What follows belongs to an exercise in optimizing a design on an open flow for small area and a short achievable clock period; a production flow would make more cautious choices.
In this exercise RTL edits were held to simulation tests only and were not proved equivalent to the original.
Power figures rest on the tool's default switching activity, not on a simulated workload.

[flow/run.sh]
#!/bin/bash
# synth_recipe.tcl (not shown) runs the flow's synth.tcl, then flattens the netlist and writes it again
# the make line also repeats each setting of config.mk as NAME=value (left out here)
make -C /OpenROAD-flow-scripts/flow DESIGN_CONFIG=/design/flow/config.mk WORK_HOME=/design/flow/orfs CLKGATE_MAP_FILE= SYNTH_SCRIPT=/design/flow/synth_recipe.tcl finish
[flow/config.mk]
export PLATFORM = sky130hd
export DESIGN_NAME = RV32ICore
export DESIGN_NICKNAME = RV32ICore
export VERILOG_FILES = /design/flow/design.v
export SDC_FILE = /design/flow/constraint.sdc
export NUM_CORES = 4
export LEC_CHECK = 0
export CAP_MARGIN = 20
export CORE_MARGIN = 2
export CORE_UTILIZATION = 40
export SETUP_SLACK_MARGIN = 4.5
export SLEW_MARGIN = 20
[flow/constraint.sdc]
create_clock -name core_clock -period 10.0 [get_ports {CPU_CLK}]
set_input_delay 2.0000 -clock core_clock [delete_from_list [all_inputs] [get_ports {CPU_CLK}]]
set_output_delay 2.0000 -clock core_clock [all_outputs]
set_load 0.01 [all_outputs]
[flow/design.v]
`timescale 1ns / 1ps
module RV32ICore(
    input wire CPU_CLK,
    input wire CPU_RST,
    output wire [31:0] imem_addr,
    input wire [31:0] imem_rdata,
    output wire [31:0] dmem_addr,
    output wire [31:0] dmem_wdata,
    output wire [3:0] dmem_we,
    input wire [31:0] dmem_rdata
    );
    wire clk = CPU_CLK;
    wire rst = CPU_RST;
    reg  [31:2] pc_if;
    reg         pred_id, pred_ex;       
    reg  [31:5] btb_tag [0:7];
    reg  [7:1]  btb_val;                
    reg  [10:0] btb_ofs [0:7];
    reg  [7:0]  btb_st;
    reg  [1:0]  bht [0:7];
    reg         pa_v, pa_alloc;
    reg  [2:0]  pa_idx;
    reg  [31:5] pa_tag;
    reg  [10:0] pa_ofs;
    reg  [31:2] pc_id;
    reg         found_id;
    reg         bub_d, fl_d;            
    reg  [31:0] ir_old;
    reg  [31:2] pc_ex;
    reg  [31:0] reg1_ex, reg2_ex;
    reg  [31:0] imm_ex;                 
    reg  [10:0] bofs_ex;                
    reg  [4:0]  rd_ex;
    reg         f1_m, f1_w, f1_l, f2_m, f2_w, f2_l;    
    reg         found_ex;
    reg         ex_v;                   
    reg         e_wen, e_ld, e_jalr, e_br, e_brinv, e_pc1, e_rr;
    reg  [1:0]  e_brk;
    reg  [2:0]  e_ldt;
    reg  [2:0]  e_st;                   
    reg  [3:0]  e_alu;
    reg  [31:0] res_m, wdata_m;
    reg  [3:0]  we_m;
    reg  [4:0]  rd_m;
    reg         wen_m, ld_m;
    reg  [2:0]  ldt_m;
    reg  [31:0] res_w;
    reg  [4:0]  rd_w;
    reg         wen_w, ld_w;
    reg  [2:0]  ldt_w;
    reg [31:0] ext;
    always @(*) begin
        case (ldt_w)
            3'd1: case (res_w[1:0])
                      2'b00: ext = {{24{dmem_rdata[7]}},  dmem_rdata[7:0]};
                      2'b01: ext = {{24{dmem_rdata[15]}}, dmem_rdata[15:8]};
                      2'b10: ext = {{24{dmem_rdata[23]}}, dmem_rdata[23:16]};
                      default: ext = {{24{dmem_rdata[31]}}, dmem_rdata[31:24]};
                  endcase
            3'd2: case (res_w[1:0])
                      2'b00: ext = {{16{dmem_rdata[15]}}, dmem_rdata[15:0]};
                      2'b10: ext = {{16{dmem_rdata[31]}}, dmem_rdata[31:16]};
                      default: ext = 32'b0;
                  endcase
            3'd3: ext = (res_w[1:0] == 2'b00) ? dmem_rdata : 32'b0;
            3'd4: case (res_w[1:0])
                      2'b00: ext = {24'b0, dmem_rdata[7:0]};
                      2'b01: ext = {24'b0, dmem_rdata[15:8]};
                      2'b10: ext = {24'b0, dmem_rdata[23:16]};
                      default: ext = {24'b0, dmem_rdata[31:24]};
                  endcase
            3'd5: case (res_w[1:0])
                      2'b00: ext = {16'b0, dmem_rdata[15:0]};
                      2'b10: ext = {16'b0, dmem_rdata[31:16]};
                      default: ext = 32'b0;
                  endcase
            default: ext = 32'b0;
        endcase
    end
    wire [31:0] data_wb = ld_w ? ext : res_w;
    wire [1:0] la = res_w[1:0];
    wire x_b  = (ldt_w == 3'd1) | (ldt_w == 3'd4);           
    wire x_h  = ((ldt_w == 3'd2) | (ldt_w == 3'd5)) & ~la[0];  
    wire x_w  = (ldt_w == 3'd3) & (la == 2'b00);
    wire [3:0] s_b0 = ({4{x_b}} & (4'b0001 << la)) |
                      ({4{x_h}} & (la[1] ? 4'b0100 : 4'b0001)) |
                      {3'b000, x_w};
    wire s_b1l1 = (x_h & ~la[1]) | x_w;
    wire s_b1l3 = x_h & la[1];
    wire s_hw   = x_w;                                         
    wire [3:0] s_sg = ({4{ldt_w == 3'd1}} & (4'b0001 << la)) |
                      ({4{(ldt_w == 3'd2) & ~la[0]}} & (la[1] ? 4'b1000 : 4'b0010));
    wire s_sb1 = ldt_w == 3'd1;                                
    wire s_shi = (ldt_w == 3'd1) | ((ldt_w == 3'd2) & ~la[0]);  
    function [31:0] ld_fwd(input en, input [31:0] d,
                           input [3:0] b0, input b1l1, input b1l3, input hw,
                           input [3:0] sg, input sb1, input shi);
        reg sign;
        begin
            sign = |(sg & {d[31], d[23], d[15], d[7]});
            ld_fwd[7:0]   = {8{en & b0[0]}} & d[7:0]   | {8{en & b0[1]}} & d[15:8] |
                            {8{en & b0[2]}} & d[23:16] | {8{en & b0[3]}} & d[31:24];
            ld_fwd[15:8]  = {8{en & b1l1}} & d[15:8] | {8{en & b1l3}} & d[31:24] |
                            {8{en & sb1 & sign}};
            ld_fwd[31:16] = {16{en & hw}} & d[31:16] | {16{en & shi & sign}};
        end
    endfunction
    wire [2:0]  idx_if   = pc_if[4:2];
    wire [7:0]  valv     = {btb_val, 1'b1};
    wire        pa_hit   = pa_v & (pa_idx == idx_if);
    wire        pa_new   = pa_hit & pa_alloc;
    wire        val_if   = pa_new | valv[idx_if];
    wire [31:5] tag_if   = pa_new ? pa_tag : btb_tag[idx_if];
    wire [10:0] ofs_if   = pa_hit ? pa_ofs : btb_ofs[idx_if];
    wire        found_if = val_if & (tag_if == pc_if[31:5]);
    wire        pred_if  = found_if & btb_st[idx_if] & bht[idx_if][1];
    wire [31:2] pc_inc   = pc_if + 30'd1;
    wire [31:2] pc_tgt   = pc_if + {{19{ofs_if[10]}}, ofs_if};
    wire [31:2] npc_pred = pred_if ? pc_tgt : pc_inc;
    wire [31:0] inst = bub_d ? ir_old : (fl_d ? 32'b0 : imem_rdata);
    wire [6:0]  opc = inst[6:0];
    wire [2:0]  f3  = inst[14:12];
    wire [6:0]  f7  = inst[31:25];
    wire [4:0]  rs1 = inst[19:15];
    wire [4:0]  rs2 = inst[24:20];
    wire is_op   = opc == 7'b0110011;
    wire is_opi  = opc == 7'b0010011;
    wire is_lui  = opc == 7'b0110111;
    wire is_aui  = opc == 7'b0010111;
    wire is_jal  = opc == 7'b1101111;
    wire is_jalr = opc == 7'b1100111;
    wire is_br   = opc == 7'b1100011;
    wire is_ld   = opc == 7'b0000011;
    wire is_st   = opc == 7'b0100011;
    wire is_sys  = opc == 7'b1110011;
    wire f7_0  = f7 == 7'h00;
    wire f7_20 = f7 == 7'h20;
    wire f7_ok = f7_0 | f7_20;
    wire op_ok  = is_op  & (((f3 == 3'b000) | (f3 == 3'b101)) ? f7_ok : 1'b1);
    wire opi_ok = is_opi & ((f3 == 3'b101) ? f7_ok : 1'b1);
    wire br_ok  = is_br  & (f3 != 3'b010) & (f3 != 3'b011);
    wire ld_ok  = is_ld  & (f3 != 3'b011) & (f3 != 3'b110) & (f3 != 3'b111);
    wire st_ok  = is_st  & ~f3[2] & (f3[1:0] != 2'b11);
    wire sys_ok = is_sys & (f3[1:0] != 2'b00);
    wire sys_rs = sys_ok & ~f3[2];
    reg [3:0] alu_f;
    always @(*) begin
        case (f3)
            3'b000: alu_f = (is_op & f7_20) ? 4'd4 : 4'd3;
            3'b001: alu_f = 4'd0;
            3'b010: alu_f = 4'd8;
            3'b011: alu_f = 4'd9;
            3'b100: alu_f = 4'd5;
            3'b101: alu_f = f7_20 ? 4'd2 : 4'd1;
            3'b110: alu_f = 4'd6;
            default: alu_f = 4'd7;
        endcase
    end
    wire alu_rr   = op_ok | opi_ok;
    wire [3:0] d_alu = alu_rr ? alu_f : (is_lui ? 4'd10 : 4'd3);
    wire d_wen  = op_ok | opi_ok | is_lui | is_aui | is_jal | is_jalr | ld_ok | sys_ok;
    wire d_src1 = op_ok | opi_ok | is_jalr | br_ok | ld_ok | st_ok | sys_rs;
    wire d_src2 = op_ok | br_ok | st_ok;
    wire d_rr   = is_op | is_br;                       
    wire [2:0] d_ldt = ld_ok ? ((f3 == 3'b000) ? 3'd1 : (f3 == 3'b001) ? 3'd2 :
                                (f3 == 3'b010) ? 3'd3 : (f3 == 3'b100) ? 3'd4 : 3'd5) : 3'd0;
    wire [2:0] d_st = st_ok ? {f3[1], f3[1] | f3[0], 1'b1} : 3'b000;
    wire [1:0] d_brk = f3[2] ? (f3[1] ? 2'd2 : 2'd1) : 2'd0;
    wire       d_brinv = f3[0];
    wire [31:0] imm_i = {{21{inst[31]}}, inst[30:20]};
    wire [31:0] imm_s = {{21{inst[31]}}, inst[30:25], inst[11:7]};
    wire [31:0] imm_b = {{20{inst[31]}}, inst[7], inst[30:25], inst[11:8], 1'b0};
    wire [31:0] imm_u = {inst[31:12], 12'b0};
    wire [31:0] imm_j = {{12{inst[31]}}, inst[19:12], inst[20], inst[30:25], inst[24:21], 1'b0};
    wire [31:0] imm = is_st ? imm_s : ((is_lui | is_aui) ? imm_u :
                      (is_sys ? 32'b0 : (is_jal ? 32'd4 : imm_i)));
    wire [31:2] tgt_id = pc_id + (inst[3] ? imm_j[31:2] : (inst[2] ? 30'd1 : imm_b[31:2]));
    wire [31:0] rf_q [0:31];
    assign rf_q[0] = 32'b0;
    genvar g;
    generate
        for (g = 1; g < 32; g = g + 1) begin : rf
            reg [31:0] r;
            always @(posedge clk)
                if (wen_w && rd_w == g)
                    r <= data_wb;
            assign rf_q[g] = r;
        end
    endgenerate
    wire [31:0] reg1 = (rs1 == 5'd0) ? 32'b0 : ((wen_w && rd_w == rs1) ? data_wb : rf_q[rs1]);
    wire [31:0] reg2 = (rs2 == 5'd0) ? 32'b0 : ((wen_w && rd_w == rs2) ? data_wb : rf_q[rs2]);
    wire n1_m = d_src1 && rs1 != 5'd0 && ex_v && e_wen && rs1 == rd_ex;
    wire n1_w = d_src1 && rs1 != 5'd0 && wen_m && rs1 == rd_m;
    wire n2_m = d_src2 && rs2 != 5'd0 && ex_v && e_wen && rs2 == rd_ex;
    wire n2_w = d_src2 && rs2 != 5'd0 && wen_m && rs2 == rd_m;
    wire l1 = f1_l;
    wire l2 = f2_l;
    wire [31:0] op1_early = f1_m ? res_m : (f1_w ? res_w : (e_pc1 ? {pc_ex, 2'b00} : reg1_ex));
    wire [31:0] op1  = ({32{~l1}} & op1_early) |
                       ld_fwd(l1, dmem_rdata, s_b0, s_b1l1, s_b1l3, s_hw, s_sg, s_sb1, s_shi);
    wire [31:0] fwd2_early = f2_m ? res_m : (f2_w ? res_w : reg2_ex);
    wire [31:0] fwd2 = ({32{~l2}} & fwd2_early) |
                       ld_fwd(l2, dmem_rdata, s_b0, s_b1l1, s_b1l3, s_hw, s_sg, s_sb1, s_shi);
    wire [31:0] op2  = e_rr ? fwd2 : imm_ex;
    wire a_sll = e_alu == 4'd0;
    wire a_srl = e_alu == 4'd1;
    wire a_sra = e_alu == 4'd2;
    wire a_add = e_alu == 4'd3;
    wire a_sub = e_alu == 4'd4;
    wire a_xor = e_alu == 4'd5;
    wire a_or  = e_alu == 4'd6;
    wire a_and = e_alu == 4'd7;
    wire a_slt = e_alu == 4'd8;
    wire a_sltu= e_alu == 4'd9;
    wire a_lui = e_alu == 4'd10;
    wire        sub = a_sub | a_slt | a_sltu;
    wire [33:0] sum2 = {1'b0, op1, 1'b1} + {1'b0, op2 ^ {32{sub}}, sub};
    wire [32:0] sum  = sum2[33:1];
    wire        lt_s = (op1[31] ^ op2[31]) ? op1[31] : sum[31];
    wire        lt_u = ~sum[32];
    wire        b_ltu = op1 < fwd2;
    wire        b_lt  = (op1[31] ^ fwd2[31]) ? op1[31] : b_ltu;
    wire        eq    = op1 == fwd2;
    function [31:0] rev32(input [31:0] x);
        integer k;
        for (k = 0; k < 32; k = k + 1) rev32[k] = x[31 - k];
    endfunction
    wire [31:0] sh_in  = a_sll ? rev32(op1) : op1;
    wire [32:0] sh_ext = {a_sra & op1[31], sh_in};
    wire [32:0] sh_r   = $signed(sh_ext) >>> op2[4:0];
    wire [31:0] sh_out = a_sll ? rev32(sh_r[31:0]) : sh_r[31:0];
    wire [31:0] alu_out =
        ({32{a_add | a_sub}} & sum[31:0]) |
        ({32{a_sll | a_srl | a_sra}} & sh_out) |
        ({32{a_xor}} & (op1 ^ op2)) |
        ({32{a_or}}  & (op1 | op2)) |
        ({32{a_and}} & (op1 & op2)) |
        {31'b0, (a_slt & lt_s) | (a_sltu & lt_u)} |
        ({32{a_lui}} & op2);
    wire v_br    = ex_v & e_br;
    wire v_found = ex_v & found_ex;
    wire v_jalr  = ex_v & e_jalr;
    wire v_ld    = ex_v & e_ld;
    wire cond = (e_brk == 2'd0) ? eq : ((e_brk == 2'd1) ? b_lt : b_ltu);
    wire br   = v_br & (cond ^ e_brinv);
    wire fail = v_found ? (br ^ pred_ex) : br;
    wire [31:0] result = e_jalr ? reg2_ex : alu_out;    
    wire loaduse = v_ld && (rs1 == rd_ex || rs2 == rd_ex);
    wire flush_d = rst | fail | v_jalr | is_jal;
    wire flush_e = rst | fail | v_jalr | (~is_jal & loaduse);
    wire [31:2] npc_nf = v_jalr ? sum[31:2] : (is_jal ? tgt_id : npc_pred);
    wire        fp     = v_found & pred_ex;
    wire [31:2] npc = br ? (fp ? npc_nf : imm_ex[31:2]) : (fp ? pc_ex : npc_nf);
    integer i;
    always @(posedge clk) begin
        if (rst)
            pc_if <= 30'd0;
        else if (!loaduse)
            pc_if <= npc;
        pred_id <= rst ? 1'b0 : pred_if;
        pred_ex <= rst ? 1'b0 : pred_id;
        if (!loaduse) begin
            pc_id    <= pc_if;
            found_id <= flush_d ? 1'b0 : found_if;
        end
        bub_d  <= loaduse;
        fl_d   <= flush_d;
        ir_old <= inst;
        pc_ex   <= pc_id;
        reg1_ex <= reg1;
        reg2_ex <= is_jalr ? {tgt_id, 2'b00} : reg2;
        imm_ex  <= br_ok ? {tgt_id, 2'b00} : imm;
        bofs_ex <= imm_b[12:2];
        f1_m <= n1_m;
        f1_w <= n1_w & ~n1_m & ~ld_m;
        f1_l <= n1_w & ~n1_m & ld_m;
        f2_m <= n2_m;
        f2_w <= n2_w & ~n2_m & ~ld_m;
        f2_l <= n2_w & ~n2_m & ld_m;
        rd_ex   <= inst[11:7];
        ex_v <= ~flush_e;
        begin
            found_ex <= found_id;
            e_wen <= d_wen; e_ld <= is_ld; e_jalr <= is_jalr; 
            e_br <= br_ok; e_brinv <= d_brinv; e_brk <= d_brk;
            e_pc1 <= is_aui | is_jal; e_rr <= d_rr;
            e_ldt <= d_ldt; e_st <= d_st; e_alu <= d_alu;
        end
        res_m   <= result;
        wdata_m <= fwd2 << {sum[1:0], 3'b000};
        rd_m    <= rd_ex;
        if (rst) begin
            wen_m <= 1'b0; ld_m <= 1'b0; ldt_m <= 3'd0; we_m <= 4'd0;
        end else begin
            wen_m <= ex_v & e_wen; ld_m <= e_ld; ldt_m <= e_ldt;
            we_m  <= {4{ex_v}} & ({e_st[2], e_st[2], e_st[1], e_st[0]} << sum[1:0]);
        end
        res_w <= res_m;
        rd_w  <= rd_m;
        ld_w  <= ld_m;
        ldt_w <= ldt_m;
        wen_w <= rst ? 1'b0 : wen_m;
        pa_v     <= ~rst & (v_found ? (~v_br & pred_ex) : br);
        pa_alloc <= ~v_found;
        pa_idx   <= pc_ex[4:2];
        pa_tag   <= pc_ex[31:5];
        pa_ofs   <= v_found ? 11'd1 : bofs_ex;
        if (rst) begin
            btb_val    <= 7'd0;
            btb_tag[0] <= 27'd0;
            btb_ofs[0] <= 11'd0;
            btb_st[0]  <= 1'b0;
            for (i = 0; i < 8; i = i + 1)
                bht[i] <= 2'b00;
        end else begin
            if (pa_v) begin
                btb_ofs[pa_idx] <= pa_ofs;
                if (pa_alloc) begin
                    btb_tag[pa_idx] <= pa_tag;
                    if (pa_idx != 3'd0)
                        btb_val[pa_idx] <= 1'b1;
                end
            end
            if (v_found | v_br)
                btb_st[pc_ex[4:2]] <= v_br & (br | (btb_st[pc_ex[4:2]] & ~(v_found & pred_ex)));
            if (v_br)
                bht[pc_ex[4:2]] <= br ? ((bht[pc_ex[4:2]] == 2'b00) ? 2'b01 : 2'b11)
                                      : ((bht[pc_ex[4:2]] == 2'b11) ? 2'b10 : 2'b00);
        end
    end
    assign imem_addr  = {pc_if, 2'b00};
    assign dmem_addr  = res_m;
    assign dmem_wdata = wdata_m;
    assign dmem_we    = we_m;
endmodule
==> out/qor.yml, run 1 <==
cts_root_buf: "clkbuf_16"
cts_buffers: 184
hp-class: "reg2reg"
drv_cap: 0
wl_per_cell_microns: 40.7
ys_seq_area_frac: 0.572
rsz0062_at_grt: "true"
status: "timing/DRC/antenna clean"
grt_start_max_net_pins: 71
setup_viol: 0
cts_hold_buf: 0
dp_cells: 9860
grt_overflow: 0
via_per_inst: 7.30
fp.dieW_microns: 464
cts-htree-levels: 4
cts.path.max_buffers: 3
antenna_found_initial: 35
fillCellCount: 18500
place_congestion: 1.09
skew_ps: 53.3
vias: 76300
timing.slew.headroom: 0.0984
drcViolationCount: 0
reg_top3: "rf.r x992, btb_tag x216, btb_ofs x88"
die-height_microns: 464
first_global_vias: 70000
syn_area_sq_um: 84600
power.density_nw_per_um2: 191
design.core.area_sq_um: 210000
clk_pin_slew_ps: 70
synthCells: 7122
slew_violations: 0
synthArstFlopShare: 0
critPathMaxFanout: 7
first_pass_iters: 14
hold_depth: 0
grt_usage: 0.377
hold_viol: 0
finish.instance_area_sq_um: 102000
num-nets-final: 7729
cp-start-kind: "input pin"
die_area_sq_um: 215000
detailed_place_hpwl_mm: 269
io_pins: 166
hold_ws_ps: 322
yosys_warnings: 1
wirelength_mm: 425
ant_nets: 0
cts_sinks: 1742
syn_to_final_growth_pct: 20.6
crit_required_ps: 10730
period_share: 0.589
crit_arrival_ps: 6620
top_register: "rf.r"
cts_tree: "yes"
multi_input_area_sq_um: 37200
ir_drop_mv: 0.227
worstRegToRegCells: 28
detail_route.iter0.violations: 16400
largest_register_ffs: 992
port_buffers: 163
synth.distinct_cells: 108
drive_gt1_frac: 0.197
critical_path_class: "in2reg"
row_count: 168
endpoint_kind: "flop"
synthFlopType: "edfxtp_1"
ys_ff_latch: 1742
final-seq-area_sq_um: 48400
cellLeakagePower_nw: 34.8
setup_tns_ps: 0
placed_cell_area_sq_um: 90900
initial_core_util: 0.403
fin_crit_ps: 5890
grt_pass1_wl_mm: 571
max_freq_mhz: 170
syn_area_per_cell_sq_um: 11.9
tightest_slew_ps: 1340
stdcell_count: 10400
clkLatencyLatePin_ps: 860
synth_edf_count: 1350
where the power goes:
group	total [W]	internal [W]	switching (W)
clock	0.00724	0.00416	0.00308
sequential	0.00877	0.00839	0.000386
combinational	0.00349	0.00113	0.00235
total	0.0195	0.0137	0.00582
synthesized netlist by cell type, drive strengths merged, types with 14 or more instances:
cell     instances  share of area
nor2           478          0.021
a211o           17         0.0018
buf             89         0.0048
a22oi          492          0.044
mux2i          174          0.021
nor3b           14         0.0013
a221o           29         0.0034
and3            60         0.0044
a22o           130          0.013
o31ai           22         0.0024
a222oi         134          0.016
o22ai           66         0.0049
xor2            53         0.0055
mux4            84          0.022
o221ai          19         0.0020
nor2b           47         0.0035
nand2b          60         0.0044
o32ai           33         0.0034
inv            175         0.0078
o21ai          232          0.014
nand2          425          0.019
edfxtp        1350           0.48
a21o            57         0.0051
o211ai          95         0.0086
o21a            23         0.0021
and2            48         0.0036
a2111oi         16         0.0020
nand4          181          0.013
or2             17         0.0013
a211oi         115          0.010
a32oi           18         0.0020
o21bai          21         0.0019
xnor2          113          0.012
dfxtp          392          0.093
a221oi         236          0.024
nor3           109         0.0066
a31oi           38         0.0030
a21oi          367          0.022
mux2            38         0.0051
nor4            54         0.0042
clkbuf         412          0.018
ha             197          0.029
nand3          170          0.010
o2bb2ai         30         0.0031
routing by layer:
layer	vias to the layer above	global-route usage	part of all wire	wire length, microns
met5	-	0	0.00034	143
met4	24	0.259	0.091	38700
met3	2152	0.146	0.15	65300
met2	7636	0.539	0.41	173000
met1	37200	0.467	0.35	148000
li1	29300	-	-	-
placed cells by master (no fill, tap or decap), types with 91 or more instances in the layout:
cell type / n
a211oi_1: 91
dfxtp_1: 370
a22o_1: 129
a222oi_1: 134
nand3_1: 164
mux2i_1: 161
o21ai_0: 173
nor2_1: 341
a221oi_1: 210
a22oi_1: 488
nor2_4: 126
edfxtp_1: 1350
buf_4: 415
a21oi_1: 317
inv_1: 161
clkbuf_16: 186
nand4_1: 181
ha_1: 165
o211ai_1: 94
nand2_1: 412
clkdlybuf4s50_1: 138
xnor2_1: 95
worst max-delay path, cell delays in order:
cell           delay, ps
dlygate4sd2_1        740
nand3_1              190
a211oi_1             430
or2_4                250
ha_4                 130
nand4_1              150
or4_4                470
buf_6                140
a2111oi_4            310
a211o_1              200
a211oi_2              60
buf_6                150
buf_6                130
nor2_4               360
nor2_4               130
buf_4                200
a221o_1              280
a31oi_1              170
o2bb2ai_1            100
worst paths after layout:
| path | from | endpoint | slack (ps) |
|---|---|---|---|
| setup / recovery | dmem_rdata[19] | pc_if[30] | 4110 |
| setup reg to reg | pc_if[3] | pc_if[28] | 4200 |
| hold reg to reg | ldt_m[0] | ldt_w[0] | 320 |
| hold / removal | ldt_m[0] | ldt_w[0] | 320 |
logic make-up after synthesis:
family | Yosys count | synth area share
muxes | 296 | 0.0480
and+or+nand+nor | 1738 | 0.100
adders and majority gates | 199 | 0.0296
xor gates and xnor gates | 166 | 0.0172
buffers and inverters | 679 | 0.0310
other | 1 | 0.0000444
AOI/OAI and AO/OA | 2301 | 0.201
DFF | 1742 | 0.572
layout make-up:
class,count,share of cell area
flip-flops and latches,1742,0.475
diodes,16,0.000393
multi-input cells,4708,0.365
inverters,178,0.00666
repair buffers,650,0.0572
well taps,2805,0.0344
clock inverters,123,0.0143
clock buffers,221,0.0475
through the flow:
stage	setup slack [ps]	total power, W	util
2_1_floorplan	3880	0.0103	-
3_3_place_gp	1600	0.0119	0.433
5_1_grt	3980	0.0199	0.486
3_5_place_dp	1500	0.0119	0.434
6_report	4110	0.0195	0.486
4_1_cts	4190	0.0192	0.477
timing repair:
item,CTS,global route
pin swaps,94,135
resized for setup,370,251
gates cloned,11,1
buffers inserted,126,84
endpoints found under the setup margin,160,121
==> inputs of run 2 (changes only) <==
--- a/flow/config.mk
+++ b/flow/config.mk
@@ -10,3 +10,5 @@
 export CORE_UTILIZATION = 40
-export SETUP_SLACK_MARGIN = 4.5
+export CTS_CLUSTER_DIAMETER = 140
+export CTS_CLUSTER_SIZE = 16
+export SETUP_SLACK_MARGIN = 4
 export SLEW_MARGIN = 20
==> out/qor.yml, run 2 <==
status: "timing/DRC/antenna clean"
num-nets-final: 7546  # -2.4%
ys_ff_latch: 1742  # unchanged
slowest_delay_ps: 1000  # +260 ps
synthArstFlopShare: 0  # unchanged
worstPathCellList: "clkdlybuf4s50_1 > inv_1 > o41ai_1 > nand2_1 > nor2_4 > buf_4 > a22o_1 > a221oi_1 > nand3_1 > nor3_1 > a221oi_1"
placed_cell_area_sq_um: 91000  # about the same
p_sw_w: 0.00531  # -8.8%
wirelength_mm: 424  # -0.31%
drv_cap: 0  # unchanged
detail_route.iter0.violations: 15800  # -3.9%
p_int_w: 0.0117  # -15%
drive_gt1_frac: 0.142  # -0.0543
cts_root_buf: "clkbuf_16"
worstRegToRegCells: 19  # -32%
yosysTopAreaCell: "edfxtp_1"
yosys-top-cells-count: "1350 x edfxtp_1, 492 x a22oi_1, 475 x nor2_1, 425 x nand2_1, 411 x clkbuf_1"
largest_register_ffs: 992  # unchanged
fp.dieW_microns: 464  # unchanged
ir_drop_mv: 0.202  # -11%
crit_top_cell: "a221oi_1"
cellLeakagePower_nw: 32.5  # -6.7%
initial_core_util: 0.403  # unchanged
hold_viol: 0  # unchanged
top_register: "rf.r"
via_per_inst: 7.34  # +0.55%
power_frac_seq: 0.516  # +0.066
ant_nets: 0  # unchanged
synth.distinct_cells: 108  # unchanged
final-seq-area_sq_um: 48400  # about the same
critPathBufInv: 3  # -2
cts.path.max_buffers: 3  # unchanged
cp.depth: 11  # -8
fillCellCount: 19000  # +2.9%
row_count: 168  # unchanged
reg_top3: "rf.r x992, btb_tag x216, btb_ofs x88"
layout_common_cells: "1350 x edfxtp_1, 488 x a22oi_1, 418 x nand2_1, 371 x dfxtp_1, 364 x nor2_1"
max_freq_mhz: 162  # -4.3%
clk_pin_slew_ps: 80  # about the same
p_comb_frac: 0.199  # +0.020
port_buffers: 163  # unchanged
setup_viol: 0  # unchanged
synthMostInstantiatedCell: "edfxtp_1"
stdcell_count: 10200  # -2.6%
yosys_warnings: 1  # unchanged
wl_per_cell_microns: 41.6  # +2.3%
synthCells: 7122  # unchanged
cts_sinks: 1742  # unchanged
syn_to_final_growth_pct: 14.2
synth_top_area_share: 0.479  # unchanged
die_area_sq_um: 215000  # unchanged
dp_cells: 9858  # -0.020%
first_global_vias: 68700  # -1.9%
rsz0062_at_grt: "false"
cts_tree: "yes"
cp-start-kind: "input pin"
io_pins: 166  # unchanged
endpoint_kind: "flop"
crit_required_ps: 10670  # -60 ps
crit_family: "compound AO/OA/AOI/OAI gates"
grt_pass1_wl_mm: 570  # about the same
grt_usage: 0.378  # +0.000568
critPathMaxFanout: 18  # +11
syn_area_sq_um: 84600  # unchanged
grt_overflow: 0  # unchanged
slew_violations: 0  # unchanged
synth_edf_count: 1350  # unchanged
drcViolationCount: 0  # unchanged
synthFlopType: "edfxtp_1"
place_congestion: 1.05  # -3.9%
critical_path_class: "in2reg"
design.core.area_sq_um: 210000  # unchanged
final_common_cell: "edfxtp_1"
critPathSlowestCell: "nor2_4"
first_pass_iters: 14  # unchanged
setup_tns_ps: 0  # unchanged
syn_area_per_cell_sq_um: 11.9  # unchanged
power.density_nw_per_um2: 176  # -8.0%
layout_setup_ws_ps: 3840  # -266 ps
period_share: 0.616  # +0.0266
cts_buffers: 119  # -35%
die-height_microns: 464  # unchanged
vias: 74700  # -2.0%
fin_crit_ps: 6160  # +266 ps
cts-htree-levels: 3  # -1
hold_ws_ps: 336  # +13.5 ps
hp-class: "reg2reg"
multi_input_area_sq_um: 35700  # -3.9%
detailed_place_hpwl_mm: 272  # +1.1%
antenna_found_initial: 29  # -17%
skew_ps: 100  # +47.1 ps
tightest_slew_ps: 1330  # -9.61 ps
clkLatencyLatePin_ps: 870  # about the same
finish.instance_area_sq_um: 96500  # -5.3%
post-place-ws_ps: 1320  # -185 ps
synthTopCellsByArea: "edfxtp_1 48%, dfxtp_1 9.3%, a22oi_1 4.4%, ha_1 2.9%, a221oi_1 2.4%"
swShare: 0.313  # +0.0143
ys_seq_area_frac: 0.572  # unchanged
hold_depth: 0  # unchanged
crit_arrival_ps: 6830  # +210 ps
cts_hold_buf: 0  # unchanged
timing.slew.headroom: 0.102  # +0.00345
grt_start_max_net_pins: 71  # unchanged
clkPwrFrac: 0.285  # -0.086
[run 2: metal layers]
layer | wire length (microns) | part of all wire | global-route usage
met4 | 37800 | 0.089 | 0.250
met3 | 62700 | 0.15 | 0.135
met1 | 148000 | 0.35 | 0.472
met5 | 216 | 0.00051 | 0.00490
met2 | 175000 | 0.41 | 0.548
[run 2: kinds of logic after synthesis]
group | Yosys count | share of synthesized area
adders and majority gates | 199 | 0.0296
other | 1 | 0.0000444
and+or+nand+nor | 1738 | 0.100
buffers and inverters | 679 | 0.0310
muxes | 296 | 0.0480
AOI/OAI and AO/OA | 2301 | 0.201
xor gates and xnor gates | 166 | 0.0172
DFF | 1742 | 0.572
[run 2: area by class of cell]
type,count,share of cell area
multi-input combinational,4705,0.370
clock buffer,178,0.0331
inverter,178,0.00697
timing repair buffer,535,0.0490
clock inverter,8,0.00205
antenna,23,0.000596
sequential,1742,0.502
tap,2805,0.0364
[run 2: final timing paths]
check,startpoint,to,slack [ps]
setup reg to reg,f1_m,found_id,4130
hold / removal,ldt_m[1],ldt_w[1],340
setup / recovery,imem_rdata[18],reg1_ex[21],3840
hold reg to reg,ldt_m[1],ldt_w[1],340
[run 2: per-stage QoR]
step | util | power, W
3_3_place_gp | 0.433 | 0.0119
5_1_grt | 0.460 | 0.0173
3_5_place_dp | 0.434 | 0.0120
6_report | 0.460 | 0.0170
2_1_floorplan | - | 0.0103
4_1_cts | 0.456 | 0.0167
[run 2: timing repair]
| action | in CTS | in global routing |
|---|---|---|
| resized for setup | 176 | 114 |
| buffers inserted | 57 | 40 |
| setup endpoints to repair | 109 | 79 |
| cloned | 4 | 4 |
| pin swaps | 26 | 33 |
[run 2: worst reg2reg max path, cell delays in order (launching register included)]
cell,delay [ps]
dfxtp_2,320
buf_4,290
or3_1,780
a211oi_1,730
a211oi_1,150
or2_4,330
ha_1,300
nand4_1,140
or4_4,550
buf_4,180
a2111oi_4,260
buf_4,190
nor3_1,70
a211oi_4,350
buf_6,180
nor3_2,70
buf_6,160
nand2b_4,170
or4_4,440
nor2b_1,110
[run 2: power groups by stage]
stage,Combinational (W),Clock (W),Sequential (W)
5_1_grt,0.00345,0.00508,0.00875
6_report,0.00337,0.00484,0.00877
3_5_place_dp,0.00305,0,0.00891
2_1_floorplan,0.00155,0,0.00870
4_1_cts,0.00316,0.00483,0.00873
3_3_place_gp,0.00303,0,0.00892

static timing again, ports no longer ideal:
The flow's constraints put no driver on any port. The routed layouts listed below were extracted and timed again, unchanged, in two steps.
Step 1 assumes that a clkbuf_16 drives the clock port and a buf_2 every other input.
Step 2 times the ports against the registers' clock, not the clock port: input delays grow and output delays shrink by t, the midpoint of the rising clock arrivals with the driver on.
Slacks: ideal / step 1 / step 2; pairs: ideal / step 1.
| run | shift t [ns] | slack for setup (ns) | pins driven straight from the clock port |
|---|---|---|---|
| run 1 | 0.939 | 4.110 / 4.185 / 3.247 | 1 |
| run 2 | 0.913 | 3.844 / 3.893 / 2.980 | 1 |
After both steps every run listed still meets setup and hold. The setup slack of run 2, which loses most, moves by +0.049 ns with the drivers and by -0.864 ns with both steps.
